What follows belongs to an exercise in optimizing a design on an open flow for small area and a short achievable clock period; a production flow would make more cautious choices. No run shown here included a check of the RTL's function; only the layout flow was run. Power and IR drop assume default switching activity.

==> design.v <==
module FP32Adder2_align(
    input  wire [31:0] a,
    input  wire [31:0] b,
    output wire        l_sign,
    output wire [7:0]  l_exp,
    output wire [22:0] l_man,
    output wire        sub,
    output wire [23:0] t_man
);
    assign sub    = a[31] ^ b[31];
    wire [7:0] ea = a[30:23];
    wire [7:0] eb = b[30:23];
    wire [8:0] dab = {1'b0, ea} - {1'b0, eb};
    wire [7:0] dba = eb - ea;
    wire       c  = ~dab[8] & |dab[7:0];    
    wire [7:0] d  = c ? dab[7:0] : dba;     
    wire [31:0] L = c ? a : b;
    wire [31:0] T = c ? b : a;
    wire       th = c ? |eb : |ea;
    wire [23:0] tfull = {th, T[22:0]};
    wire       far = |d[7:5] | (d[4] & d[3]);
    assign t_man  = (far ? 24'd0 : (tfull >> d[4:0])) ^ {24{sub}};
    assign l_sign = L[31];
    assign l_exp  = L[30:23];
    assign l_man  = L[22:0];
endmodule
module FP32Adder2(
    input  wire        l_sign,
    input  wire [7:0]  l_exp,
    input  wire [22:0] l_man,
    input  wire        sub,
    input  wire [23:0] t_man,     
    output wire [23:0] v,         
    output wire [4:0]  sh,        
    output wire [7:0]  exp,
    output wire        sign,
    output wire        l_exp_max
);
    wire [23:0] A = {|l_exp, l_man};
    wire [23:0] B = t_man;
    wire [23:0] p0 = A ^ B;
    wire [23:0] g0 = A & B;
    wire [23:0] G, P;
    prefix24 pt(.g(g0), .p(p0), .G(G), .P(P));
    wire        c2  = G[23];
    wire        cin = sub & c2;
    wire        inv = sub & ~c2;
    wire [23:0] k   = {G[22:0] | (P[22:0] & {23{cin}}), cin};
    wire [23:0] r   = p0 ^ k ^ {24{inv}};
    wire        ovf = c2 & ~sub;         
    wire [23:0] w = {r[23:12], r[11] | r[10], r[9:0], 1'b0};
    wire [4:0]  lz;
    wire        zero;
    lzc32 lzc(.x({w, 8'hff}), .n(lz), .z());
    assign zero = ~|r;
    wire q = ~|r[23:11];
    assign sh   = sub ? lz : 5'd0;
    assign v    = ovf ? {1'b1, r[23:1]} : r;
    wire [8:0] exp_s = {l_exp, 1'b1} + {3'b111, ~lz, ~q};
    assign exp  = sub ? (zero ? 8'd0 : exp_s[8:1]) : l_exp + {7'd0, ovf};
    assign sign = l_sign ^ (inv & ~zero);
    assign l_exp_max = &l_exp;
endmodule
module FP32Adder2_norm(
    input  wire [23:0] v,
    input  wire [4:0]  sh,
    input  wire        sub,
    output wire [22:0] mant
);
    wire [23:0] n = v << sh;
    assign mant = {n[22] & (n[23] | ~sub), n[21:0]};
endmodule
module prefix24(
    input  wire [23:0] g,
    input  wire [23:0] p,
    output wire [23:0] G,
    output wire [23:0] P
);
    wire [23:0] gl [0:5];
    wire [23:0] pl [0:5];
    assign gl[0] = g;
    assign pl[0] = p;
    genvar l, i;
    generate
        for (l = 0; l < 5; l = l + 1) begin : lv
            for (i = 0; i < 24; i = i + 1) begin : bt
                if ((i >> l) & 1) begin : m
                    localparam integer J = ((i >> l) << l) - 1;
                    assign gl[l+1][i] = gl[l][i] | (pl[l][i] & gl[l][J]);
                    assign pl[l+1][i] = pl[l][i] & pl[l][J];
                end else begin : t
                    assign gl[l+1][i] = gl[l][i];
                    assign pl[l+1][i] = pl[l][i];
                end
            end
        end
    endgenerate
    assign G = gl[5];
    assign P = pl[5];
endmodule
module lzc32(
    input  wire [31:0] x,
    output wire [4:0]  n,
    output wire        z
);
    wire [15:0] a1;  wire [15:0] c1;
    wire [7:0]  a2;  wire [15:0] c2;
    wire [3:0]  a3;  wire [11:0] c3;
    wire [1:0]  a4;  wire [7:0]  c4;
    genvar i;
    generate
        for (i = 0; i < 16; i = i + 1) begin : l1
            assign a1[i] = x[2*i+1] | x[2*i];
            assign c1[i] = ~x[2*i+1];
        end
        for (i = 0; i < 8; i = i + 1) begin : l2
            assign a2[i] = a1[2*i+1] | a1[2*i];
            assign c2[2*i+1:2*i] = a1[2*i+1] ? {1'b0, c1[2*i+1]} : {1'b1, c1[2*i]};
        end
        for (i = 0; i < 4; i = i + 1) begin : l3
            assign a3[i] = a2[2*i+1] | a2[2*i];
            assign c3[3*i+2:3*i] = a2[2*i+1] ? {1'b0, c2[4*i+3:4*i+2]} : {1'b1, c2[4*i+1:4*i]};
        end
        for (i = 0; i < 2; i = i + 1) begin : l4
            assign a4[i] = a3[2*i+1] | a3[2*i];
            assign c4[4*i+3:4*i] = a3[2*i+1] ? {1'b0, c3[6*i+5:6*i+3]} : {1'b1, c3[6*i+2:6*i]};
        end
    endgenerate
    assign z = ~(a4[1] | a4[0]);
    assign n = a4[1] ? {1'b0, c4[7:4]} : {1'b1, c4[3:0]};
endmodule
module SyncFP32Adder2(
    input wire [31:0] a,
    input wire [31:0] b,
    output wire [31:0] S,
    output wire Overflow,
    input wire clk,
    input wire rst
);
    wire        l_sign_d, sub_d;
    wire [7:0]  l_exp_d;
    wire [22:0] l_man_d;
    wire [23:0] t_man_d;
    FP32Adder2_align align(
        .a(a), .b(b),
        .l_sign(l_sign_d), .l_exp(l_exp_d), .l_man(l_man_d),
        .sub(sub_d), .t_man(t_man_d)
    );
    reg        l_sign_q, sub_q;
    reg [7:0]  l_exp_q;
    reg [22:0] l_man_q;
    reg [23:0] t_man_q;
    wire [23:0] v_d;
    wire [4:0]  sh_d;
    wire [7:0]  exp_d;
    wire        sign_d, l_exp_max_d;
    FP32Adder2 add(
        .l_sign(l_sign_q), .l_exp(l_exp_q), .l_man(l_man_q),
        .sub(sub_q), .t_man(t_man_q),
        .v(v_d), .sh(sh_d), .exp(exp_d), .sign(sign_d), .l_exp_max(l_exp_max_d)
    );
    reg [23:0] v_q;
    reg [4:0]  sh_q;
    reg [7:0]  exp_q;
    reg        sign_q, l_exp_max_q, sub2_q;
    always @(posedge clk, posedge rst) begin
        if (rst) begin
            l_sign_q    <= 1'b0;
            sub_q       <= 1'b0;
            l_exp_q     <= 8'd0;
            l_man_q     <= 23'd0;
            t_man_q     <= 24'd0;
            v_q         <= 24'd0;
            sh_q        <= 5'd0;
            exp_q       <= 8'd0;
            sign_q      <= 1'b0;
            l_exp_max_q <= 1'b0;
            sub2_q      <= 1'b0;
        end else begin
            l_sign_q    <= l_sign_d;
            sub_q       <= sub_d;
            l_exp_q     <= l_exp_d;
            l_man_q     <= l_man_d;
            t_man_q     <= t_man_d;
            v_q         <= v_d;
            sh_q        <= sh_d;
            exp_q       <= exp_d;
            sign_q      <= sign_d;
            l_exp_max_q <= l_exp_max_d;
            sub2_q      <= sub_q;
        end
    end
    wire [22:0] mant;
    FP32Adder2_norm norm(.v(v_q), .sh(sh_q), .sub(sub2_q), .mant(mant));
    assign S = {sign_q, exp_q, mant};
    assign Overflow = l_exp_max_q | (&exp_q);
endmodule
==> run.sh <==
#!/bin/bash
# synth_recipe.tcl (not shown) runs the flow's synth.tcl, then flattens the netlist and writes it again
# the make line also repeats each setting of config.mk as NAME=value (left out here)
make -C /OpenROAD-flow-scripts/flow DESIGN_CONFIG=/design/flow/config.mk WORK_HOME=/design/flow/orfs CLKGATE_MAP_FILE= SYNTH_SCRIPT=/design/flow/synth_recipe.tcl finish
==> config.mk <==
export PLATFORM = sky130hd
export DESIGN_NAME = SyncFP32Adder2
export DESIGN_NICKNAME = SyncFP32Adder2
export VERILOG_FILES = /design/flow/design.v
export SDC_FILE = /design/flow/constraint.sdc
export NUM_CORES = 8
export LEC_CHECK = 0
export CAP_MARGIN = 20
export CORE_MARGIN = 2
export CORE_UTILIZATION = 40
export SETUP_SLACK_MARGIN = 3
export SLEW_MARGIN = 20
==> constraint.sdc <==
create_clock -name core_clock -period 9.5 [get_ports {clk}]
set_input_delay 1.9000 -clock core_clock [delete_from_list [all_inputs] [get_ports {clk}]]
set_output_delay 1.9000 -clock core_clock [all_outputs]
set_load 0.01 [all_outputs]
==> summary.md, run 1 <==
| Metric | Value |
|---|---|
| Tcrit/Tclk final | 0.660 |
| Outcome | no timing/DRC/antenna violations |
| Antenna violations before repair | 0 |
| Worst min-delay path class | flip-flop to flip-flop |
| First-pass GRT wire length | 49,100 um |
| Detailed placement HPWL | 23,900 um |
| Post-layout nets | 1,404 |
| GR Overflow Total | 0 |
| Num rows | 59 |
| Total die area | 27,400 um2 |
| P_leak | 0.00471 uW |
| Io pins | 99 |
| Worst Skew | 0.0101 ns |
| Largest net degree at the start of global routing | 85 |
| Clock slew at reported path FFs | 0.07 ns |
| 1st-iter DRT viols | 705 |
| Worst R2R Start | l_exp_q[0] |
| Total Routing Usage GR | 0.227 |
| P&R area growth vs syn | 15.4% |
| Number of synthesized flops with an enable pin | 0 |
| R2r setup slk | 3.23 ns |
| Worst-path cell chain | nor4_1, nand2_1, ha_1, nand4_1, or2_2, a311oi_2, or2_2, a31oi_1, xnor2_1, nor3_1, o311ai_0, a21o_1, a221o_1, o22a_1, ha_1, a21oi_1, nor2b_1, a31oi_1, nor4_2, a311oi_1, a311oi_1 |
| Clk latency of the worst-skew pair | 0.35 ns |
| Design Power | 3160 uW |
| Filler instances | 2,553 |
| Total wire length | 30,800 um |
| Crit Path Max Fanout | 10 |
| Synth Net Count | 1,358 |
| Dpl cell area | 11,500 um2 |
| Fmax | 0.159 GHz |
| CTS root buffer | clkbuf_16 |
| Die X | 165 um |
| #FFs+latches synth | 97 |
| Predominant post-synthesis flop cell | dfrtp_1 |
| WP buf/inv | 0 |
| Placer Congestion | 0.928 |
| Mapped Cells | 1,243 |
| DR vias/cell | 5.99 |
| Setup CP Type | flip-flop to flip-flop |
| CP startpoint kind | flip-flop |
| Peak supply drop | 0.217 mV |
| Detailed Routing Iterations Pass 1 | 6 |
| Data required, critical path | 9.73 ns |
| Reg2Reg Depth | 21 |
| Post-CTS Hold Buffers | 0 |
| Post-synth top area cell | dfrtp_1 |
| Post-layout min period | 6.27 ns |
| CTS sink cnt | 97 |
| Htree depth | 3 |
| Ys async rst share | 1.00 |
| Worst Max-Slew Pin Slew | 1.12 ns |
| Via count | 9,757 |
| Die H | 165 um |
| Final setup TNS | 0 ns |
| Non-Filler Cell Area, Final | 12,000 um2 |
| Share of layout cells above drive strength 1 | 0.118 |
| Initial core utilization | 0.404 |
| Register area share after synthesis | 0.233 |
| CTS Buffer Depth | 2 |
| WP data arrival | 6.50 ns |
| Setup Viol. Count Final | 0 |
| Max stage delay on crit path | 0.48 ns |
| CTS tree | yes |
| Fin. max-slew vios | 0 |
| Top cells by count, synth | nand2_1 (121), nor2_1 (100), dfrtp_1 (97) |
| Kind of end point of the critical path | flip-flop |
| Netlist cell types | 92 |
| YS warnings | 2 |
| Most common cell in the netlist | nand2_1 |
| CP max-delay cell | dfrtp_1 |
| Vias in the first global route | 9,155 |
| RSZ-0062 raised after global routing | yes |
| WL per Instance | 18.9 um |
| CP Depth | 21 |
| Ant diodes | 0 |
| Max_cap viols | 0 |
| Number of routed nets with antenna violations | 0 |
| Yosys top cell area share | 0.233 |
| PortBufs | 98 |
| Slew HR | 0.250 |
| Hold Fails Final Rpt | 0 |
| Crit Reg-Reg Endpoint | exp_q[6] |
| Power density cells | 263 nW/um2 |
| Synth Cell Area | 10,400 um2 |
| Crit path from | l_exp_q[0] |
| DRC viols | 0 |
| Synth area leaders | dfrtp_1 (23%), mux2i_1 (7.1%), xnor2_1 (5.5%) |
| Mean Syn Cell Area | 8.39 um2 |
| Delay-heaviest family, CP | compound AO/OA/AOI/OAI gates |
| Cts bufs inserted | 9 |
| Total core area | 25,800 um2 |
| Worst setup path end | exp_q[6] |
-- flip-flops by register name (all words and copies together) (netlist names) --
signal	flops
sub2_q	1
sub_q	1
l_sign_q	1
l_exp_max_q	1
sh_q	5
exp_q	8
sign_q	1
t_man_q	24
l_man_q	23
v_q	24
l_exp_q	8
-- metal layers --
| layer | global-route usage | vias up | wire (um) |
|---|---|---|---|
| li1 | - | 4709 | - |
| met1 | 0.316 | 4769 | 14500 |
| met2 | 0.384 | 247 | 14800 |
| met3 | 0.0187 | 32 | 991 |
| met4 | 0.0505 | 0 | 453 |
| met5 | 0 | - | 0 |
-- stage by stage --
stage,instances,hold WS (ns),setup slack [ns],util
floorplan,1243,0.384,4.00,-
global placement,1601,0.441,2.50,0.447
detailed placement,1601,0.439,2.41,0.447
CTS,1617,0.449,3.05,0.459
global route,1628,0.486,2.88,0.466
finish,1628,0.445,3.23,0.466
-- placed cells by master (no fill, tap or decap), drive strengths merged, types with 17 or more instances in the layout --
cell type      count
mux2              36
nand3             44
ha                46
a21o              17
o22ai             21
mux2i             75
dfrtp             97
a31oi             24
xnor2             68
a21oi             65
a211oi            22
clkdlybuf4s50     98
nor2             102
and2              18
nor3              22
nand2b            27
inv               32
nand2            122
buf               20
o21ai             84
mux4              23
-- worst min-delay path by stage --
stage,start,endpoint,slack (ns),depth (start not counted)
floorplan,sub_q,sub2_q,0.38,0
global placement,l_sign_q,sign_q,0.44,1
detailed placement,l_sign_q,sign_q,0.44,1
CTS,l_sign_q,sign_q,0.45,1
global route,l_sign_q,sign_q,0.49,1
finish,l_sign_q,sign_q,0.45,1
-- kinds of logic (layout without fill, tap and decap cells) --
logic type	count (synthesis)	in the layout	synth area share
buffers and inverters	118	167	0.0491
AOI/OAI and AO/OA	338	338	0.221
muxes	134	134	0.161
DFF	97	97	0.233
adders and majority gates	49	49	0.0610
and+or+nand+nor	427	427	0.207
xor gates and xnor gates	80	81	0.0690
-- power by group --
group | total, uW | switching (uW) | internal, uW | leakage, uW
Combinational | 2180 | 1200 | 980 | 0.00344
Clock | 341 | 163 | 179 | 0.000127
Sequential | 643 | 111 | 532 | 0.00114
Total | 3160 | 1470 | 1690 | 0.00471
-- final cells by class --
type                            count  area [um2]  area share
Timing Repair Buffer              118        1130      0.0943
Sequential cell                    97        2430       0.202
Tap cell                          335         419      0.0348
Clock inverter                      5        40.0     0.00333
Inverter                           34         130      0.0108
Clock buffer                       10         229      0.0190
Multi-Input combinational cell   1029        7650       0.636
-- timing repair --
action | 4_1_cts | 5_1_grt
endpoints found under the setup margin | 14 | 27
resized for setup | 8 | 24
pin swaps | 1 | 3
endpoints found under the hold margin | 0 | 0
buffers inserted | 0 | 11
gates cloned | 1 | 0
==> inputs of run 2 (changes only) <==
--- a/config.mk
+++ b/config.mk
@@ -5,6 +5,7 @@
 export SDC_FILE = /design/flow/constraint.sdc
 export NUM_CORES = 8
 export LEC_CHECK = 0
+export ABC_AREA = 1
 export CAP_MARGIN = 20
 export CORE_MARGIN = 2
 export CORE_UTILIZATION = 40
==> run 2 against run 1 <==
Utilization increased by 0.41 points. Global-route usage decreased by 0.69 points. Die area decreased by 12%. Maximum frequency increased by 2.8%. Routed wire length decreased by 17%. Clock power increased by 9.1%. Critical path type is now input pin to flip-flop.
==> summary.md, run 2 <==
| Metric | Value |
|---|---|
| Outcome | no timing/DRC/antenna violations |
| Synth area leaders | dfrtp_1 (27%), nand2_1 (22%), nand3_1 (10%) |
| Antenna violations before repair | 0 (unchanged) |
| Worst min-delay path class | flip-flop to flip-flop |
| Placed insts | 1,782 (+11%) |
| Commonest non-fill, non-tap cell in the layout | nand2_1 |
| Mean Syn Cell Area | 6.30 um2 (-25%) |
| Worst Max-Slew Pin Slew | 0.815 ns (-0.305 ns) |
| Post-CTS Hold Buffers | 0 (unchanged) |
| Setup CP Type | input pin to flip-flop |
| PortBufs | 98 (unchanged) |
| Crit Path Max Fanout | 38 (+28) |
| Peak supply drop | 0.113 mV (-48%) |
| P&R area growth vs syn | 15.8% |
| Power density cells | 261 nW/um2 (-0.65%) |
| #FFs+latches synth | 97 (unchanged) |
| Initial core utilization | 0.406 (+0.00208) |
| Max_cap viols | 0 (unchanged) |
| WL per Instance | 14.2 um (-25%) |
| Post-synth top area cell | dfrtp_1 |
| Clk latency of the worst-skew pair | 0.35 ns (about the same) |
| GR Overflow Total | 0 (unchanged) |
| Final setup TNS | 0 ns (unchanged) |
| Kind of end point of the critical path | flip-flop |
| Die X | 155 um (-6.3%) |
| Fin cells | 1,798 (+10%) |
| CTS root buffer | clkbuf_16 |
| RSZ-0062 raised after global routing | no |
| YS warnings | 2 (unchanged) |
| Synth Cell Area | 9130 um2 (-12%) |
| 1st-iter DRT viols | 591 (-16%) |
| Post-layout nets | 1,623 (+16%) |
| R2r setup slk | 3.85 ns (+0.62 ns) |
| First-pass GRT wire length | 42,900 um (-13%) |
| Top cells by count, synth | nand2_1 (525), nand3_1 (189), inv_1 (119) |
| Share of layout cells above drive strength 1 | 0.0463 (-0.0721) |
| Top Registers | t_man_q (24), v_q (24), l_man_q (23) |
| Predominant post-synthesis flop cell | dfrtp_1 |
| Number of routed nets with antenna violations | 0 (unchanged) |
| Io pins | 99 (unchanged) |
| Ys async rst share | 1.00 (unchanged) |
| Number of synthesized flops with an enable pin | 0 (unchanged) |
| CP startpoint kind | input pin |
| Filler instances | 2,364 (-7.4%) |
| Num rows | 55 (-6.8%) |
| Setup Viol. Count Final | 0 (unchanged) |
| Htree depth | 3 (unchanged) |
| Cts bufs inserted | 9 (unchanged) |
| Worst Skew | 0.0119 ns (+0.00173 ns) |
| Clock slew at reported path FFs | 0.08 ns (about the same) |
| Detailed placement HPWL | 21,000 um (-12%) |
| Register area share after synthesis | 0.266 (+0.0331) |
| Most frequent cells in the layout | nand2_1 (525), nand3_1 (189), inv_1 (118) |
| Ant diodes | 0 (unchanged) |
| Fmax | 0.164 GHz (+2.8%) |
| Detailed Routing Iterations Pass 1 | 5 (-1) |
| Placer Congestion | 0.922 (-0.57%) |
| CTS Buffer Depth | 2 (unchanged) |
| DRC viols | 0 (unchanged) |
| Total core area | 22,500 um2 (-13%) |
| Fin. max-slew vios | 0 (unchanged) |
| CTS sink cnt | 97 (unchanged) |
| Most common cell in the netlist | nand2_1 |
| Post-layout min period | 6.10 ns (-0.169 ns) |
| Yosys top cell area share | 0.266 (+0.0331) |
| Mapped Cells | 1,449 (+17%) |
| Total die area | 24,000 um2 (-12%) |
| DR vias/cell | 5.14 (-14%) |
| Slew HR | 0.451 (+0.201) |
| Hold Fails Final Rpt | 0 (unchanged) |
| Total wire length | 25,500 um (-17%) |
| WP data arrival | 6.34 ns (-0.16 ns) |
| CTS tree | yes |
| Total Routing Usage GR | 0.220 (-0.00690) |
| Netlist cell types | 49 (-47%) |
| Data required, critical path | 9.74 ns (about the same) |
| Tcrit/Tclk final | 0.642 (-0.0178) |
| P_leak | 0.00531 uW (+13%) |
| Synth Net Count | 1,564 (+15%) |
| Via count | 9,237 (-5.3%) |
| Largest net degree at the start of global routing | 88 (+3.5%) |
| Vias in the first global route | 8,639 (-5.6%) |
| Die H | 155 um (-6.3%) |
-- run 2: cell families after synthesis --
group,count (synthesis),share of synthesized area
buf+inv,195,0.0883
flops,97,0.266
compound gates,194,0.120
fa+ha+maj,49,0.0696
xor+xnor,51,0.0498
mux,2,0.00219
simple gates,861,0.405
-- run 2: stage by stage --
stage	setup WS, ns	hold slack [ns]	area, um2	util	total power [uW]
2_1_floorplan	5.02	0.352	9130	-	1830
3_3_place_gp	2.94	0.444	10200	0.455	2380
3_5_place_dp	2.77	0.460	10200	0.455	2390
4_1_cts	3.14	0.472	10600	0.469	2770
5_1_grt	3.04	0.483	10600	0.470	3060
6_report	3.40	0.461	10600	0.470	2760
-- run 2: cell type report --
class,instances,area (um2),area share
well taps,285,357,0.0337
repair buffers,109,1070,0.101
flip-flops and latches,97,2430,0.230
multi-input cells,1157,5900,0.558
clock buffers,9,225,0.0213
inverters,134,508,0.0480
clock inverters,7,86.3,0.00817
-- run 2: power by group --
part | internal [uW] | switching, uW | total (uW)
combinational | 706 | 1100 | 1800
sequential | 527 | 58.7 | 586
clock | 190 | 182 | 372
total | 1420 | 1340 | 2760
-- run 2: worst max-delay path, cell delays in order --
cell             delay, ns
clkdlybuf4s50_1       0.50
inv_1                 0.07
ha_1                  0.23
fa_1                  0.41
nor2_1                0.17
o211ai_1              0.12
nand3_1               0.11
a21oi_1               0.08
o21bai_1              0.30
nand2_2               0.47
o21ai_4               0.68
inv_2                 0.34
nand3_1               0.21
nand3_1               0.12
nand2_1               0.10
nand2_1               0.09
nor2_1                0.17
xor2_1                0.25
-- run 2: what timing repair did --
action                                  CTS  global route
buffers inserted                          0             0
endpoints found under the setup margin    0            23
resized for setup                         0             3
-- run 2: per-layer routing --
metal	wire (um)	vias up	GRT usage
met2	12100	231	0.379
met1	11400	4109	0.276
met5	0	-	0
met3	805	52	0.0240
met4	1180	0	0.104
li1	-	4845	-
-- run 2: final timing paths --
check                         endpoint  cells after the start  startpoint
max in group asynchronous      v_q[17]                      3         rst
min in group asynchronous   l_exp_q[4]                      2         rst
setup reg to reg              exp_q[7]                     26  l_exp_q[0]
hold / removal                  sign_q                      1    l_sign_q
hold reg to reg                 sign_q                      1    l_sign_q
setup / recovery           t_man_q[19]                     18       a[23]
==> inputs of run 3 (changes only) <==
--- a/design.v
+++ b/design.v
@@ -5,32 +5,30 @@
     output wire [7:0]  l_exp,
     output wire [22:0] l_man,
     output wire        sub,
-    output wire [23:0] t_man
+    output wire [23:0] t_man      
 );
-    assign sub    = a[31] ^ b[31];
+    assign sub = a[31] ^ b[31];
     wire [7:0] ea = a[30:23];
     wire [7:0] eb = b[30:23];
-    wire [8:0] dab = {1'b0, ea} - {1'b0, eb};
-    wire [7:0] dba = eb - ea;
-    wire       c  = ~dab[8] & |dab[7:0];    
-    wire [7:0] d  = c ? dab[7:0] : dba;     
-    wire [31:0] L = c ? a : b;
-    wire [31:0] T = c ? b : a;
-    wire       th = c ? |eb : |ea;
-    wire [23:0] tfull = {th, T[22:0]};
-    wire       far = |d[7:5] | (d[4] & d[3]);
-    assign t_man  = (far ? 24'd0 : (tfull >> d[4:0])) ^ {24{sub}};
-    assign l_sign = L[31];
-    assign l_exp  = L[30:23];
-    assign l_man  = L[22:0];
+    wire [8:0] y  = {1'b0, ea} + {1'b0, ~eb};
+    wire       c  = y[8];
+    wire [7:0] s  = y[7:0] ^ {8{~c}};
+    wire [23:0] ta = {|ea, a[22:0]};
+    wire [23:0] tb = {|eb, b[22:0]};
+    wire [23:0] t  = c ? {1'b0, tb[23:1]} : ta;
+    wire [4:0]  sa = s[4:0] | {5{|s[7:5]}};       
+    assign t_man  = (t >> sa) ^ {24{sub}};
+    assign l_sign = c ? a[31] : b[31];
+    assign l_exp  = c ? ea : eb;
+    assign l_man  = c ? a[22:0] : b[22:0];
 endmodule
 module FP32Adder2(
     input  wire        l_sign,
     input  wire [7:0]  l_exp,
     input  wire [22:0] l_man,
     input  wire        sub,
-    input  wire [23:0] t_man,     
-    output wire [23:0] v,         
+    input  wire [23:0] t_man,
+    output wire [24:0] v,         
     output wire [4:0]  sh,        
     output wire [7:0]  exp,
     output wire        sign,
@@ -48,27 +46,27 @@
     wire [23:0] k   = {G[22:0] | (P[22:0] & {23{cin}}), cin};
     wire [23:0] r   = p0 ^ k ^ {24{inv}};
     wire        ovf = c2 & ~sub;         
-    wire [23:0] w = {r[23:12], r[11] | r[10], r[9:0], 1'b0};
     wire [4:0]  lz;
-    wire        zero;
-    lzc32 lzc(.x({w, 8'hff}), .n(lz), .z());
-    assign zero = ~|r;
-    wire q = ~|r[23:11];
-    assign sh   = sub ? lz : 5'd0;
-    assign v    = ovf ? {1'b1, r[23:1]} : r;
-    wire [8:0] exp_s = {l_exp, 1'b1} + {3'b111, ~lz, ~q};
-    assign exp  = sub ? (zero ? 8'd0 : exp_s[8:1]) : l_exp + {7'd0, ovf};
+    lzc32 lzc(.x({1'b0, r[23:12], r[11] | r[10], r[9:0], 1'b0, 7'h7f}), .n(lz), .z());
+    wire zero = ~|r;
+    wire q    = ~|r[23:11];
+    assign v    = {ovf, r};
+    assign sh   = sub ? lz : {4'd0, ~ovf};
+    wire [7:0] l_exp1 = l_exp + 8'd1;
+    wire [8:0] e_s   = {l_exp1, 1'b1} + {3'b111, ~(lz & {5{sub}}), sub ? ~q : ovf};
+    wire [7:0] e_r   = e_s[8:1];
+    assign exp  = (sub & zero) ? 8'd0 : e_r;
     assign sign = l_sign ^ (inv & ~zero);
     assign l_exp_max = &l_exp;
 endmodule
 module FP32Adder2_norm(
-    input  wire [23:0] v,
+    input  wire [24:0] v,
     input  wire [4:0]  sh,
     input  wire        sub,
     output wire [22:0] mant
 );
-    wire [23:0] n = v << sh;
-    assign mant = {n[22] & (n[23] | ~sub), n[21:0]};
+    wire [24:0] n = v << sh;
+    assign mant = {n[23] & (n[24] | ~sub), n[22:1]};
 endmodule
 module prefix24(
     input  wire [23:0] g,
@@ -150,7 +148,7 @@
     reg [7:0]  l_exp_q;
     reg [22:0] l_man_q;
     reg [23:0] t_man_q;
-    wire [23:0] v_d;
+    wire [24:0] v_d;
     wire [4:0]  sh_d;
     wire [7:0]  exp_d;
     wire        sign_d, l_exp_max_d;
@@ -159,7 +157,7 @@
         .sub(sub_q), .t_man(t_man_q),
         .v(v_d), .sh(sh_d), .exp(exp_d), .sign(sign_d), .l_exp_max(l_exp_max_d)
     );
-    reg [23:0] v_q;
+    reg [24:0] v_q;
     reg [4:0]  sh_q;
     reg [7:0]  exp_q;
     reg        sign_q, l_exp_max_q, sub2_q;
@@ -170,7 +168,7 @@
             l_exp_q     <= 8'd0;
             l_man_q     <= 23'd0;
             t_man_q     <= 24'd0;
-            v_q         <= 24'd0;
+            v_q         <= 25'd0;
             sh_q        <= 5'd0;
             exp_q       <= 8'd0;
             sign_q      <= 1'b0;
--- a/config.mk
+++ b/config.mk
@@ -9,5 +9,5 @@
 export CAP_MARGIN = 20
 export CORE_MARGIN = 2
 export CORE_UTILIZATION = 40
-export SETUP_SLACK_MARGIN = 3
+export SETUP_SLACK_MARGIN = 4
 export SLEW_MARGIN = 20
==> run 3 against run 2 <==
Via count shrank 3.5%. Synthesized cell count down 5.8%. First-iteration DRC count down 7.8%. Still clean on timing, DRC and antenna. Global-route usage about the same. Worst setup slack better by 0.77 ns. Maximum frequency is 14% higher. Clock power is essentially flat. Hold slack better by 0.0083 ns.
==> summary.md, run 3 <==
| Metric | Value |
|---|---|
| Detailed placement HPWL | 20,200 um (-3.8%) |
| Multi-input gate area | 5590 um2 (-5.3%) |
| Slew HR | 0.460 (+0.00901) |
| Io pins | 99 (unchanged) |
| Predominant post-synthesis flop cell | dfrtp_1 |
| GR Overflow Total | 0 (unchanged) |
| Share of layout cells above drive strength 1 | 0.0820 (+0.0357) |
| #FFs+latches synth | 98 (+1.0%) |
| Reg area | 2450 um2 (+1.1%) |
| Detailed Routing Iterations Pass 1 | 6 (+1) |
| Met3 wire length | 1070 um (+33%) |
| Post-CTS Hold Buffers | 0 (unchanged) |
| Dpl cell area | 9950 um2 (-2.9%) |
| Synth Net Count | 1,472 (-5.9%) |
| Fin. max-slew vios | 0 (unchanged) |
| Number of routed nets with antenna violations | 0 (unchanged) |
| DRC viols | 0 (unchanged) |
| Tcrit/Tclk final | 0.561 (-0.0812) |
| Clock slew at reported path FFs | 0.07 ns (about the same) |
| RSZ-0062 raised after global routing | no |
| Total die area | 23,200 um2 (-3.5%) |
| Mapped Cells | 1,365 (-5.8%) |
| Highest metal used | met4 |
| Setup WS post-layout | 4.17 ns (+0.771 ns) |
| Synth Cell Area | 8800 um2 (-3.6%) |
| Post-synth top area cell | dfrtp_1 |
| M1 WL | 11,200 um (-2.0%) |
| Yosys top cell area share | 0.279 (+0.0128) |
| Most frequent cells in the layout | nand2_1 (409), nand3_1 (205), inv_1 (156) |
| Num rows | 54 (-1.8%) |
| WP data arrival | 5.54 ns (-0.80 ns) |
| Worst Skew | 0.00731 ns (-0.00457 ns) |
| Number of synthesized flops with an enable pin | 0 (unchanged) |
| Routed wl met2 | 12,800 um (+6.4%) |
| Commonest non-fill, non-tap cell in the layout | nand2_1 |
| PortBufs | 98 (unchanged) |
| Htree depth | 3 (unchanged) |
| Kind of end point of the critical path | flip-flop |
| Hold Fails Final Rpt | 0 (unchanged) |
| Pre-CTS setup slack | 3.05 ns (+0.274 ns) |
| Peak supply drop | 0.0946 mV (-16%) |
| Design Power | 2440 uW (-11%) |
| Synth area leaders | dfrtp_1 (28%), nand2_1 (18%), nand3_1 (12%) |
| DR vias/cell | 5.14 (+0.15%) |
| Antenna violations before repair | 1 (+1) |
| P_leak | 0.00527 uW (-0.83%) |
| First-pass GRT wire length | 42,100 um (-1.9%) |
| Most common cell in the netlist | nand2_1 |
| Top Registers | v_q (25), t_man_q (24), l_man_q (23) |
| CTS root buffer | clkbuf_16 |
| Mean Syn Cell Area | 6.45 um2 (+2.3%) |
| Max_cap viols | 0 (unchanged) |
| Netlist cell types | 55 (+12%) |
| Data required, critical path | 9.71 ns (-0.03 ns) |
| Register with the most flip-flops | v_q |
| Placer Congestion | 0.958 (+3.8%) |
| Ys async rst share | 1.00 (unchanged) |
| Non-Filler Cell Area, Final | 10,600 um2 (+0.21%) |
| P&R area growth vs syn | 20.4% |
| 1st-iter DRT viols | 545 (-7.8%) |
| Fmax | 0.188 GHz (+14%) |
| Worst min-delay path class | flip-flop to flip-flop |
| Ant diodes | 0 (unchanged) |
| Register area share after synthesis | 0.279 (+0.0128) |
| Via count | 8,911 (-3.5%) |
| Setup Viol. Count Final | 0 (unchanged) |
| Die X | 152 um (-1.8%) |
| Top cells by count, synth | nand2_1 (414), nand3_1 (205), inv_1 (159) |
| Largest net degree at the start of global routing | 69 (-22%) |
| Total Routing Usage GR | 0.220 (about the same) |
| YS warnings | 2 (unchanged) |
| Total core area | 21,700 um2 (-3.6%) |
| WL per Instance | 14.9 um (+5.0%) |
| Initial core utilization | 0.406 (about the same) |
| Die H | 152 um (-1.8%) |
| Setup CP Type | input pin to flip-flop |
| Post-layout min period | 5.33 ns (-0.771 ns) |
| Filler instances | 2,252 (-4.7%) |
| Max reg flops | 25 |
| Total wire length | 25,700 um (+1.1%) |
| Worst Max-Slew Pin Slew | 0.810 ns (-0.00490 ns) |
| CP startpoint kind | input pin |
| Power density cells | 231 nW/um2 (-12%) |
| Post-layout nets | 1,554 (-4.3%) |
| CTS tree | yes |
| Crit Path Max Fanout | 47 (+24%) |
| Cts bufs inserted | 9 (unchanged) |
| CTS Buffer Depth | 2 (unchanged) |
| CTS sink cnt | 98 (+1.0%) |
| Vias in the first global route | 8,415 (-2.6%) |
| Final setup TNS | 0 ns (unchanged) |
| Clk latency of the worst-skew pair | 0.34 ns (about the same) |
| Outcome | no timing/DRC/antenna violations |
[run 3: cell count changes after synthesis, sizes merged, moves of 5 or more]
cell    change
o211ai      -5
a21oi       -8
ha          -7
nor2        -9
nand2     -107
clkbuf      +9
buf        -10
nand3      +15
o21ai       -9
inv        +36
[run 3: final timing paths]
kind | start | to | slack, ns | depth (start not counted)
worst max-delay path | b[27] | t_man_q[13] | 4.17 | 21
worst min-delay path | l_sign_q | sign_q | 0.47 | 2
worst max register to register | l_exp_q[7] | exp_q[5] | 4.35 | 28
worst min register to register | l_sign_q | sign_q | 0.47 | 2
max in group asynchronous | rst | sh_q[0] | 6.40 | 3
min in group asynchronous | rst | v_q[24] | 1.91 | 2
[run 3: kinds of logic after synthesis]
group / count (synthesis) / share of synthesized area
mux: 5 / 0.00569
simple gates: 766 / 0.386
xor+xnor: 49 / 0.0513
fa+ha+maj: 41 / 0.0600
flops: 98 / 0.279
buf+inv: 228 / 0.103
compound gates: 178 / 0.116
[run 3: routing by layer]
layer,track usage,vias to the layer above
li1,-,4617
met1,0.280,4017
met2,0.391,235
met3,0.0236,42
met4,0.0685,0
met5,0,-
[run 3: final cells by class]
cell class	count	share of cell area
inverter	168	0.0616
clock inverter	7	0.00815
sequential	98	0.232
clock buffer	9	0.0213
multi-input combinational	1042	0.527
timing repair inverter	2	0.00142
tap	280	0.0331
timing repair buffer	126	0.115
[run 3: timing repair]
action,CTS,global route
buffers inserted,7,10
endpoints found under the setup margin,26,29
resized for setup,11,30
pin swaps,1,5
cloned,3,2
[run 3: power by group]
part | internal (uW) | switching (uW)
clock network | 209 | 165
registers | 522 | 70.9
logic | 593 | 884
total | 1320 | 1120
[run 3: metrics by stage]
stage          instances  hold WS, ns   util
6_report            1732        0.469  0.489
5_1_grt             1732        0.513  0.489
4_1_cts             1720        0.474  0.478
3_5_place_dp        1694        0.453  0.459
3_3_place_gp        1694        0.459  0.459
2_1_floorplan       1365        0.349      -
[run 3: critical path, cell delays in order]
cell and delay, ns:
clkdlybuf4s50_1 0.48, inv_1 0.06, ha_1 0.38, inv_1 0.11, nor4_2 0.36, nand2_2 0.15
nand2_8 0.15, inv_1 0.09, buf_12 0.18, nand4_1 0.10, nand2_1 0.08, buf_8 0.18
nand2_1 0.10, buf_8 0.20, clkinvlp_4 0.18, buf_4 0.17, nand3_1 0.12, nand3_1 0.13
nand3_1 0.15, nand2_1 0.10, xor2_1 0.14
==> inputs of run 4 (changes only) <==
--- a/config.mk
+++ b/config.mk
@@ -9,5 +9,5 @@
 export CAP_MARGIN = 20
 export CORE_MARGIN = 2
 export CORE_UTILIZATION = 40
-export SETUP_SLACK_MARGIN = 4
+export SETUP_SLACK_MARGIN = 5
 export SLEW_MARGIN = 20
==> run 4 against run 3 <==
Power rose by 20%. Clock-buffer cell count did not move. First-iteration DRC count rose by 44%. Worst setup slack improved by 0.55 ns. Die area did not move. Non-clock buffer count rose by 85. Combinational power rose by 32%. Largest cell class unchanged.
==> summary.md, run 4 <==
| Metric | Value |
|---|---|
| Most frequent cells in the layout | nand2_1 (373), nand3_1 (147), inv_1 (140) |
| Htree depth | 3 (unchanged) |
| Worst hold endpoint | sign_q |
| Top cells by count, synth | nand2_1 (414), nand3_1 (205), inv_1 (159) |
| CP max-delay cell | dfrtp_2 |
| Setup Viol. Count Final | 0 (unchanged) |
| Synth area leaders | dfrtp_1 (28%), nand2_1 (18%), nand3_1 (12%) |
| Netlist cell types | 55 (unchanged) |
| Setup CP Type | flip-flop to flip-flop |
| Worst Skew | 0.00456 ns (-0.00275 ns) |
| Post-layout min period | 4.78 ns (-0.545 ns) |
| Antenna violations before repair | 1 (unchanged) |
| Mapped Cells | 1,365 (unchanged) |
| Hold Path Cell Cnt | 2 (unchanged) |
| Power density cells | 235 nW/um2 (+2.0%) |
| WP data arrival | 5.02 ns (-0.52 ns) |
| Commonest non-fill, non-tap cell in the layout | nand2_1 |
| Flop pwr share | 0.204 (-0.038) |
| Synth Net Count | 1,472 (unchanged) |
| Multi-input gate area | 6490 um2 (+16%) |
| Sw Pwr | 1330 uW (+19%) |
| P_leak | 0.00604 uW (+15%) |
| Share of layout cells above drive strength 1 | 0.247 (+0.165) |
| Mean Syn Cell Area | 6.45 um2 (unchanged) |
| CTS tree | yes |
| #FFs+latches synth | 98 (unchanged) |
| Ant diodes | 0 (unchanged) |
| Number of synthesized flops with an enable pin | 0 (unchanged) |
| WL per Instance | 16.9 um (+14%) |
| Worst min-delay path class | flip-flop to flip-flop |
| Num rows | 54 (unchanged) |
| Most used cell, CP | a21oi_2 |
| CTS Buffer Depth | 2 (unchanged) |
| Die H | 152 um (unchanged) |
| Hold Fails Final Rpt | 0 (unchanged) |
| Tcrit/Tclk final | 0.504 (-0.0574) |
| Highest metal used | met4 |
| Total Routing Usage GR | 0.248 (+0.0283) |
| CTS root buffer | clkbuf_16 |
| Register with the most flip-flops | v_q |
| Number of routed nets with antenna violations | 0 (unchanged) |
| Combinational power share | 0.664 (+0.060) |
| Post-layout nets | 1,648 (+6.0%) |
| RSZ-0062 raised after global routing | yes |
| M1 WL | 12,000 um (+7.7%) |
| DR vias/cell | 5.40 (+4.9%) |
| DRC viols | 0 (unchanged) |
| Yosys top cell area share | 0.279 (unchanged) |
| Worst Max-Slew Pin Slew | 0.908 ns (+0.0980 ns) |
| Design Power | 2930 uW (+20%) |
| Reg2Reg Depth | 30 (+7.1%) |
| Crit Path Max Fanout | 8 (-83%) |
| Outcome | no timing/DRC/antenna violations |
| Ys async rst share | 1.00 (unchanged) |
| Vias in the first global route | 9,375 (+11%) |
| Detailed Routing Iterations Pass 1 | 5 (-1) |
| Clock network fraction of total power | 0.132 (-0.021) |
| Post-synth top area cell | dfrtp_1 |
| Fin cells | 1,825 (+5.4%) |
| Clk latency of the worst-skew pair | 0.34 ns (about the same) |
| Clock slew at reported path FFs | 0.07 ns (about the same) |
| Slew HR | 0.394 (-0.0653) |
| 1st-iter DRT viols | 785 (+44%) |
| CTS sink cnt | 98 (unchanged) |
| Top Registers | v_q (25), t_man_q (24), l_man_q (23) |
| Placed insts | 1,690 (-0.24%) |
| Die X | 152 um (unchanged) |
| Max reg flops | 25 (unchanged) |
| P&R area growth vs syn | 41.8% |
| Via count | 9,848 (+11%) |
| Setup WS post-layout | 4.72 ns (+0.545 ns) |
| Final setup TNS | 0 ns (unchanged) |
| Largest net degree at the start of global routing | 76 (+10%) |
| First-pass GRT wire length | 47,000 um (+12%) |
| Internal power | 1610 uW (+21%) |
| Max_cap viols | 0 (unchanged) |
| Detailed placement HPWL | 20,400 um (+0.66%) |
| Total die area | 23,200 um2 (unchanged) |
| Core Util, Final | 0.575 (+0.0865) |
| Initial core utilization | 0.406 (unchanged) |
| Sw Share | 0.453 (-0.00597) |
| R2r setup slk | 4.72 ns (+0.37 ns) |
| Data required, critical path | 9.74 ns (+0.03 ns) |
| Post-CTS Hold Buffers | 0 (unchanged) |
| Synth Cell Area | 8800 um2 (unchanged) |
| CP startpoint kind | flip-flop |
| Fmax | 0.209 GHz (+11%) |
| Cts bufs inserted | 9 (unchanged) |
| PortBufs | 98 (unchanged) |
| Register area share after synthesis | 0.279 (unchanged) |
| Predominant post-synthesis flop cell | dfrtp_1 |
| YS warnings | 2 (unchanged) |
| Pre-CTS setup slack | 3.22 ns (+0.179 ns) |
| Kind of end point of the critical path | flip-flop |
| Io pins | 99 (unchanged) |
| Reg area | 2460 um2 (+0.36%) |
| Placer Congestion | 0.958 (about the same) |
| Peak supply drop | 0.0983 mV (+3.8%) |
| Most common cell in the netlist | nand2_1 |
| Filler instances | 1,957 (-13%) |
| Total core area | 21,700 um2 (unchanged) |
| Met3 wire length | 1440 um (+35%) |
| GR Overflow Total | 0 (unchanged) |
| Max stage delay on crit path | 0.45 ns (-0.03 ns) |
| Routed wl met2 | 15,500 um (+21%) |
| Crit Reg-Reg Endpoint | exp_q[7] |
| Worst R2R Start | l_exp_q[0] |
| Total wire length | 30,900 um (+20%) |
| Fin. max-slew vios | 0 (unchanged) |
| Hold Startpoint | l_sign_q |
run 4: worst max-delay path: cells and delay by family, from the launching register on:
| family | cells | cell delay, ns |
|---|---|---|
| AOI/OAI and AO/OA | 7 | 1.07 |
| xor gates and xnor gates | 1 | 0.16 |
| and+or+nand+nor | 13 | 1.43 |
| buffers and inverters | 6 | 0.67 |
| DFF | 1 | 0.45 |
| adders and majority gates | 3 | 0.87 |
run 4: power by group through the flow:
stage          Combinational [uW]  Sequential [uW]  Clock, uW
3_5_place_dp                 1420              608          0
5_1_grt                      2140              611        410
6_report                     1950              598        388
3_3_place_gp                 1410              607          0
4_1_cts                      1710              602        394
2_1_floorplan                 982              575          0
run 4: timing repair:
action | CTS | global route
setup buffers | 74 | 26
gates resized for setup | 194 | 155
endpoints found under the setup margin | 55 | 43
pin swaps | 61 | 76
gates cloned | 17 | 3
run 4: final cells by class:
cell class	instances	share of cell area
multi-input combinational	1044	0.520
sequential	98	0.198
timing repair buffer	211	0.168
inverter	168	0.0555
tap	280	0.0281
clock buffer	9	0.0181
clock inverter	6	0.00722
timing repair inverter	9	0.00522
run 4: per-stage QoR:
| stage | area [um2] | hold WS [ns] |
|---|---|---|
| finish | 12500 | 0.469 |
| global placement | 9920 | 0.460 |
| floorplan | 8800 | 0.349 |
| detailed placement | 9920 | 0.461 |
| global route | 12500 | 0.500 |
| CTS | 11700 | 0.478 |
run 4: cells by family (layout without fill, tap and decap cells):
logic type / Yosys count / after routing / synth area share
DFF: 98 / 98 / 0.279
muxes: 5 / 5 / 0.00569
adders and majority gates: 41 / 41 / 0.0600
xor gates and xnor gates: 49 / 49 / 0.0513
and+or+nand+nor: 766 / 771 / 0.386
AOI/OAI and AO/OA: 178 / 178 / 0.116
buffers and inverters: 228 / 403 / 0.103
run 4: how the worst max path moves through the flow:
| stage | startpoint | end | slack (ns) | depth (start not counted) |
|---|---|---|---|---|
| 2_1_floorplan | b[23] | t_man_q[6] | 5.03 | 18 |
| 3_3_place_gp | b[27] | t_man_q[18] | 3.22 | 19 |
| 3_5_place_dp | b[23] | t_man_q[6] | 3.22 | 17 |
| 4_1_cts | l_exp_q[6] | exp_q[7] | 4.88 | 32 |
| 5_1_grt | l_exp_q[7] | exp_q[7] | 4.50 | 36 |
| 6_report | l_exp_q[0] | exp_q[7] | 4.72 | 30 |
run 4: routing by layer:
metal,vias to the layer above,track usage
li1,4818,-
met1,4521,0.296
met2,386,0.445
met3,123,0.0228
met4,0,0.128
met5,-,0
==> inputs of run 5 (changes only) <==
--- a/config.mk
+++ b/config.mk
@@ -8,6 +8,6 @@
 export ABC_AREA = 1
 export CAP_MARGIN = 20
 export CORE_MARGIN = 2
-export CORE_UTILIZATION = 40
-export SETUP_SLACK_MARGIN = 5
+export CORE_UTILIZATION = 60
+export SETUP_SLACK_MARGIN = 4
 export SLEW_MARGIN = 20
==> run 5 against run 4 <==
Power down 16%. Clock skew up 0.0016 ns. Global-route usage up 7.1 points. Register-to-register slack worse by 0.52 ns. Sequential power down 0.8%. Final cell count down 11%. Combinational power down 24%. Maximum frequency down 11%. Worst setup slack worse by 0.58 ns. Routed wire length down 18%. Utilization up 15 points. Via count down 6.2%. Critical endpoint is now t_man_q[5].
==> summary.md, run 5 <==
| Metric | Value |
|---|---|
| Outcome | no timing/DRC/antenna violations |
| Clock slew at reported path FFs | 0.07 ns (about the same) |
| Detailed Routing Iterations Pass 1 | 6 (+1) |
| Post-layout min period | 5.37 ns (+0.582 ns) |
| Tcrit/Tclk final | 0.565 (+0.0613) |
| Share of layout cells above drive strength 1 | 0.0742 (-0.172) |
| Num rows | 44 (-19%) |
| Data required, critical path | 9.80 ns (+0.06 ns) |
| Predominant post-synthesis flop cell | dfrtp_1 |
| Crit Reg-Reg Endpoint | exp_q[5] |
| Synth Cell Area | 8800 um2 (unchanged) |
| Filler instances | 1,240 (-37%) |
| Max stage delay on crit path | 0.48 ns (+0.03 ns) |
| Synth area leaders | dfrtp_1 (28%), nand2_1 (18%), nand3_1 (12%) |
| CTS sink cnt | 98 (unchanged) |
| Number of synthesized flops with an enable pin | 0 (unchanged) |
| Placer Congestion | 0.987 (+3.1%) |
| Most common cell in the netlist | nand2_1 |
| CP startpoint kind | input pin |
| Die H | 125 um (-18%) |
| Hold Path Cell Cnt | 2 (unchanged) |
| First-pass GRT wire length | 40,600 um (-14%) |
| Netlist cell types | 55 (unchanged) |
| Power density cells | 236 nW/um2 (+0.19%) |
| Fin. max-slew vios | 0 (unchanged) |
| Post-CTS Hold Buffers | 0 (unchanged) |
| Commonest non-fill, non-tap cell in the layout | nand2_1 |
| Synth Net Count | 1,472 (unchanged) |
| Register with the most flip-flops | v_q |
| Mapped Cells | 1,365 (unchanged) |
| Total die area | 15,600 um2 (-33%) |
| Most frequent cells in the layout | nand2_1 (407), nand3_1 (205), inv_1 (155) |
| 1st-iter DRT viols | 749 (-4.6%) |
| Worst hold endpoint | sign_q |
| Mean Syn Cell Area | 6.45 um2 (unchanged) |
| Fmax | 0.186 GHz (-11%) |
| Peak supply drop | 0.113 mV (+15%) |
| DR vias/cell | 5.68 (+5.3%) |
| R2r setup slk | 4.20 ns (-0.52 ns) |
| Clk latency of the worst-skew pair | 0.35 ns (about the same) |
| Setup CP Type | input pin to flip-flop |
| Detailed placement HPWL | 19,000 um (-6.9%) |
| Most used cell, CP | nand2_1 |
| Worst Max-Slew Pin Slew | 0.643 ns (-0.265 ns) |
| Cts bufs inserted | 9 (unchanged) |
| Number of routed nets with antenna violations | 0 (unchanged) |
| Via count | 9,235 (-6.2%) |
| P&R area growth vs syn | 18.5% |
| Yosys top cell area share | 0.279 (unchanged) |
| Hold Fails Final Rpt | 0 (unchanged) |
| WL per Instance | 15.6 um (-8.0%) |
| Post-synth top area cell | dfrtp_1 |
| #FFs+latches synth | 98 (unchanged) |
| Met2 Usage GRT | 0.566 (+0.122) |
| Non-Filler Cell Area, Final | 10,400 um2 (-16%) |
| CTS Buffer Depth | 2 (unchanged) |
| Final setup TNS | 0 ns (unchanged) |
| Initial core utilization | 0.610 (+0.204) |
| Vias in the first global route | 8,479 (-9.6%) |
| RSZ-0062 raised after global routing | yes |
| CTS tree | yes |
| DRC viols | 0 (unchanged) |
| Total core area | 14,400 um2 (-33%) |
| Die X | 125 um (-18%) |
| Hold Startpoint | l_sign_q |
| Max_cap viols | 0 (unchanged) |
| Largest net degree at the start of global routing | 73 (-3.9%) |
| P_leak | 0.00524 uW (-13%) |
| Worst R2R Start | l_exp_q[7] |
| Htree depth | 3 (unchanged) |
| Io pins | 99 (unchanged) |
| Dpl cell area | 9820 um2 (-1.1%) |
| PortBufs | 98 (unchanged) |
| Top Registers | v_q (25), t_man_q (24), l_man_q (23) |
| Ant diodes | 0 (unchanged) |
| Worst Skew | 0.00620 ns (+0.00164 ns) |
| Slew HR | 0.571 (+0.177) |
| Crit Path Max Fanout | 36 (+28) |
| Antenna violations before repair | 0 (-1) |
| WP data arrival | 5.67 ns (+0.65 ns) |
| Total Routing Usage GR | 0.319 (+0.0708) |
| Worst-path cell chain | clkdlybuf4s50_1, inv_1, ha_1, inv_1, nor4_1, nand2_1, nand2_2, buf_12, clkinvlp_4, buf_12, nand4_1, nand2_1, buf_12, nand2_2, clkinvlp_4, or2_2, nand2_1, nand2_1, nand2_1 |
| GR peak layer | met2 |
| Met3 global-route usage | 0.0445 (+0.0217) |
| Kind of end point of the critical path | flip-flop |
| Reg2Reg Depth | 31 (+3.3%) |
| Total wire length | 25,300 um (-18%) |
| Top cells by count, synth | nand2_1 (414), nand3_1 (205), inv_1 (159) |
| Max reg flops | 25 (unchanged) |
| Met1 Usage GRT | 0.390 (+0.0943) |
| Setup Viol. Count Final | 0 (unchanged) |
| Post-layout nets | 1,545 (-6.3%) |
| Register area share after synthesis | 0.279 (unchanged) |
| Worst min-delay path class | flip-flop to flip-flop |
| Ys async rst share | 1.00 (unchanged) |
| Core Util, Final | 0.723 (+0.148) |
| YS warnings | 2 (unchanged) |
| CTS root buffer | clkbuf_16 |
| CP max-delay cell | clkdlybuf4s50_1 |
| GR Overflow Total | 0 (unchanged) |
-- run 5: cell count changes in the layout (fill, tap and decap cells not counted), moves of 27 or more --
| cell | delta |
|---|---|
| buf_4 | -59 |
| buf_6 | -27 |
| nand2_1 | +34 |
| nand2_2 | -27 |
| nand3_1 | +58 |
| nand3_2 | -48 |
-- run 5: area by class of cell --
cell class	instances	area, um2	share of cell area
well taps	184	230	0.0221
multi-input cells	1041	5560	0.533
repair buffers	117	1200	0.115
clock inverters	3	46.3	0.00444
inverters	168	657	0.0630
flip-flops and latches	98	2450	0.235
repair inverters	3	22.5	0.00216
clock buffers	12	267	0.0256
-- run 5: how the worst max path moves through the flow --
stage | end | startpoint | cells after the start
2_1_floorplan | t_man_q[5] | b[23] | 18
3_3_place_gp | t_man_q[5] | b[27] | 20
3_5_place_dp | t_man_q[7] | b[23] | 23
4_1_cts | exp_q[5] | l_exp_q[6] | 30
5_1_grt | exp_q[5] | l_exp_q[6] | 30
6_report | t_man_q[5] | b[27] | 19
-- run 5: cell families (layout without fill, tap and decap cells) --
kind of cell / Yosys count / count (layout) / synth area share
adder cells (fa/ha/maj): 41 / 41 / 0.0600
buffers and inverters: 228 / 303 / 0.103
XOR/XNOR: 49 / 49 / 0.0513
multiplexers: 5 / 5 / 0.00569
AND/OR/NAND/NOR: 766 / 768 / 0.386
flip-flops: 98 / 98 / 0.279
AO/OA/AOI/OAI: 178 / 178 / 0.116
-- run 5: power by group --
group | switching (uW) | leakage [uW] | total (uW) | internal (uW)
Clock | 161 | 0.000151 | 387 | 225
Sequential | 71.2 | 0.00116 | 593 | 522
Combinational | 887 | 0.00393 | 1480 | 592
Total | 1120 | 0.00524 | 2460 | 1340
-- run 5: critical path, delay by kind of cell --
| family | cells | cell delay (ns) |
|---|---|---|
| buffers and inverters | 8 | 1.66 |
| and+or+nand+nor | 10 | 1.74 |
| adders and majority gates | 1 | 0.37 |
-- run 5: stage by stage --
step                      total power [uW]  cells  worst slack, ns  hold slack, ns
after floorplan                       1560   1365             4.96           0.349
after global placement                1990   1596             2.74           0.495
after detailed placement              2010   1596             2.61           0.511
after CTS                             2420   1618             4.01           0.532
after global routing                  2670   1626             3.92           0.570
final                                 2460   1626             4.13           0.537
-- run 5: per-layer routing --
metal  share of wire  up-vias  wire length [um]
li1                -     4614                 -
met1            0.40     4153             10100
met2            0.50      391             12600
met3           0.063       77              1590
met4           0.040        0              1000
met5               0        -                 0
-- run 5: what timing repair did --
item / CTS / global route
pin swaps: 1 / 3
setup buffers: 3 / 5
endpoints found under the hold margin: 0 / 0
setup endpoints to repair: 26 / 28
gates cloned: 4 / 3
resized for setup: 21 / 20

-- separate check: timing with driven ports --
Ports are ideal in the flow. The routed layouts listed here were re-timed in OpenROAD.
Step 1 assumes that a clkbuf_16 drives the clock port and a buf_2 every other input.
Step 2 also shifts input and output timing later by t, the mid clock arrival at the registers, as if the neighbouring blocks saw the same clock.
Slacks: ideal / step 1 / step 2; pairs: ideal / step 1.
run | t, ns | setup WS [ns] | worst setup path at the end | clock arrival spread, ns
run 1 | 0.383 | 3.230 / 3.230 / 2.979 | input to register | 0.011 / 0.011
run 2 | 0.392 | 3.399 / 3.421 / 3.030 | input to register | 0.012 / 0.011
run 3 | 0.375 | 4.170 / 4.186 / 3.811 | input to register | 0.007 / 0.008
run 4 | 0.385 | 4.715 / 4.715 / 4.467 | input to register | 0.005 / 0.005
run 5 | 0.392 | 4.133 / 4.146 / 3.754 | input to register | 0.007 / 0.008
After both steps setup and hold are still met in every run listed. For run 5, which loses most, drivers alone change the setup slack by +0.013 ns; drivers and shift together by -0.379 ns.
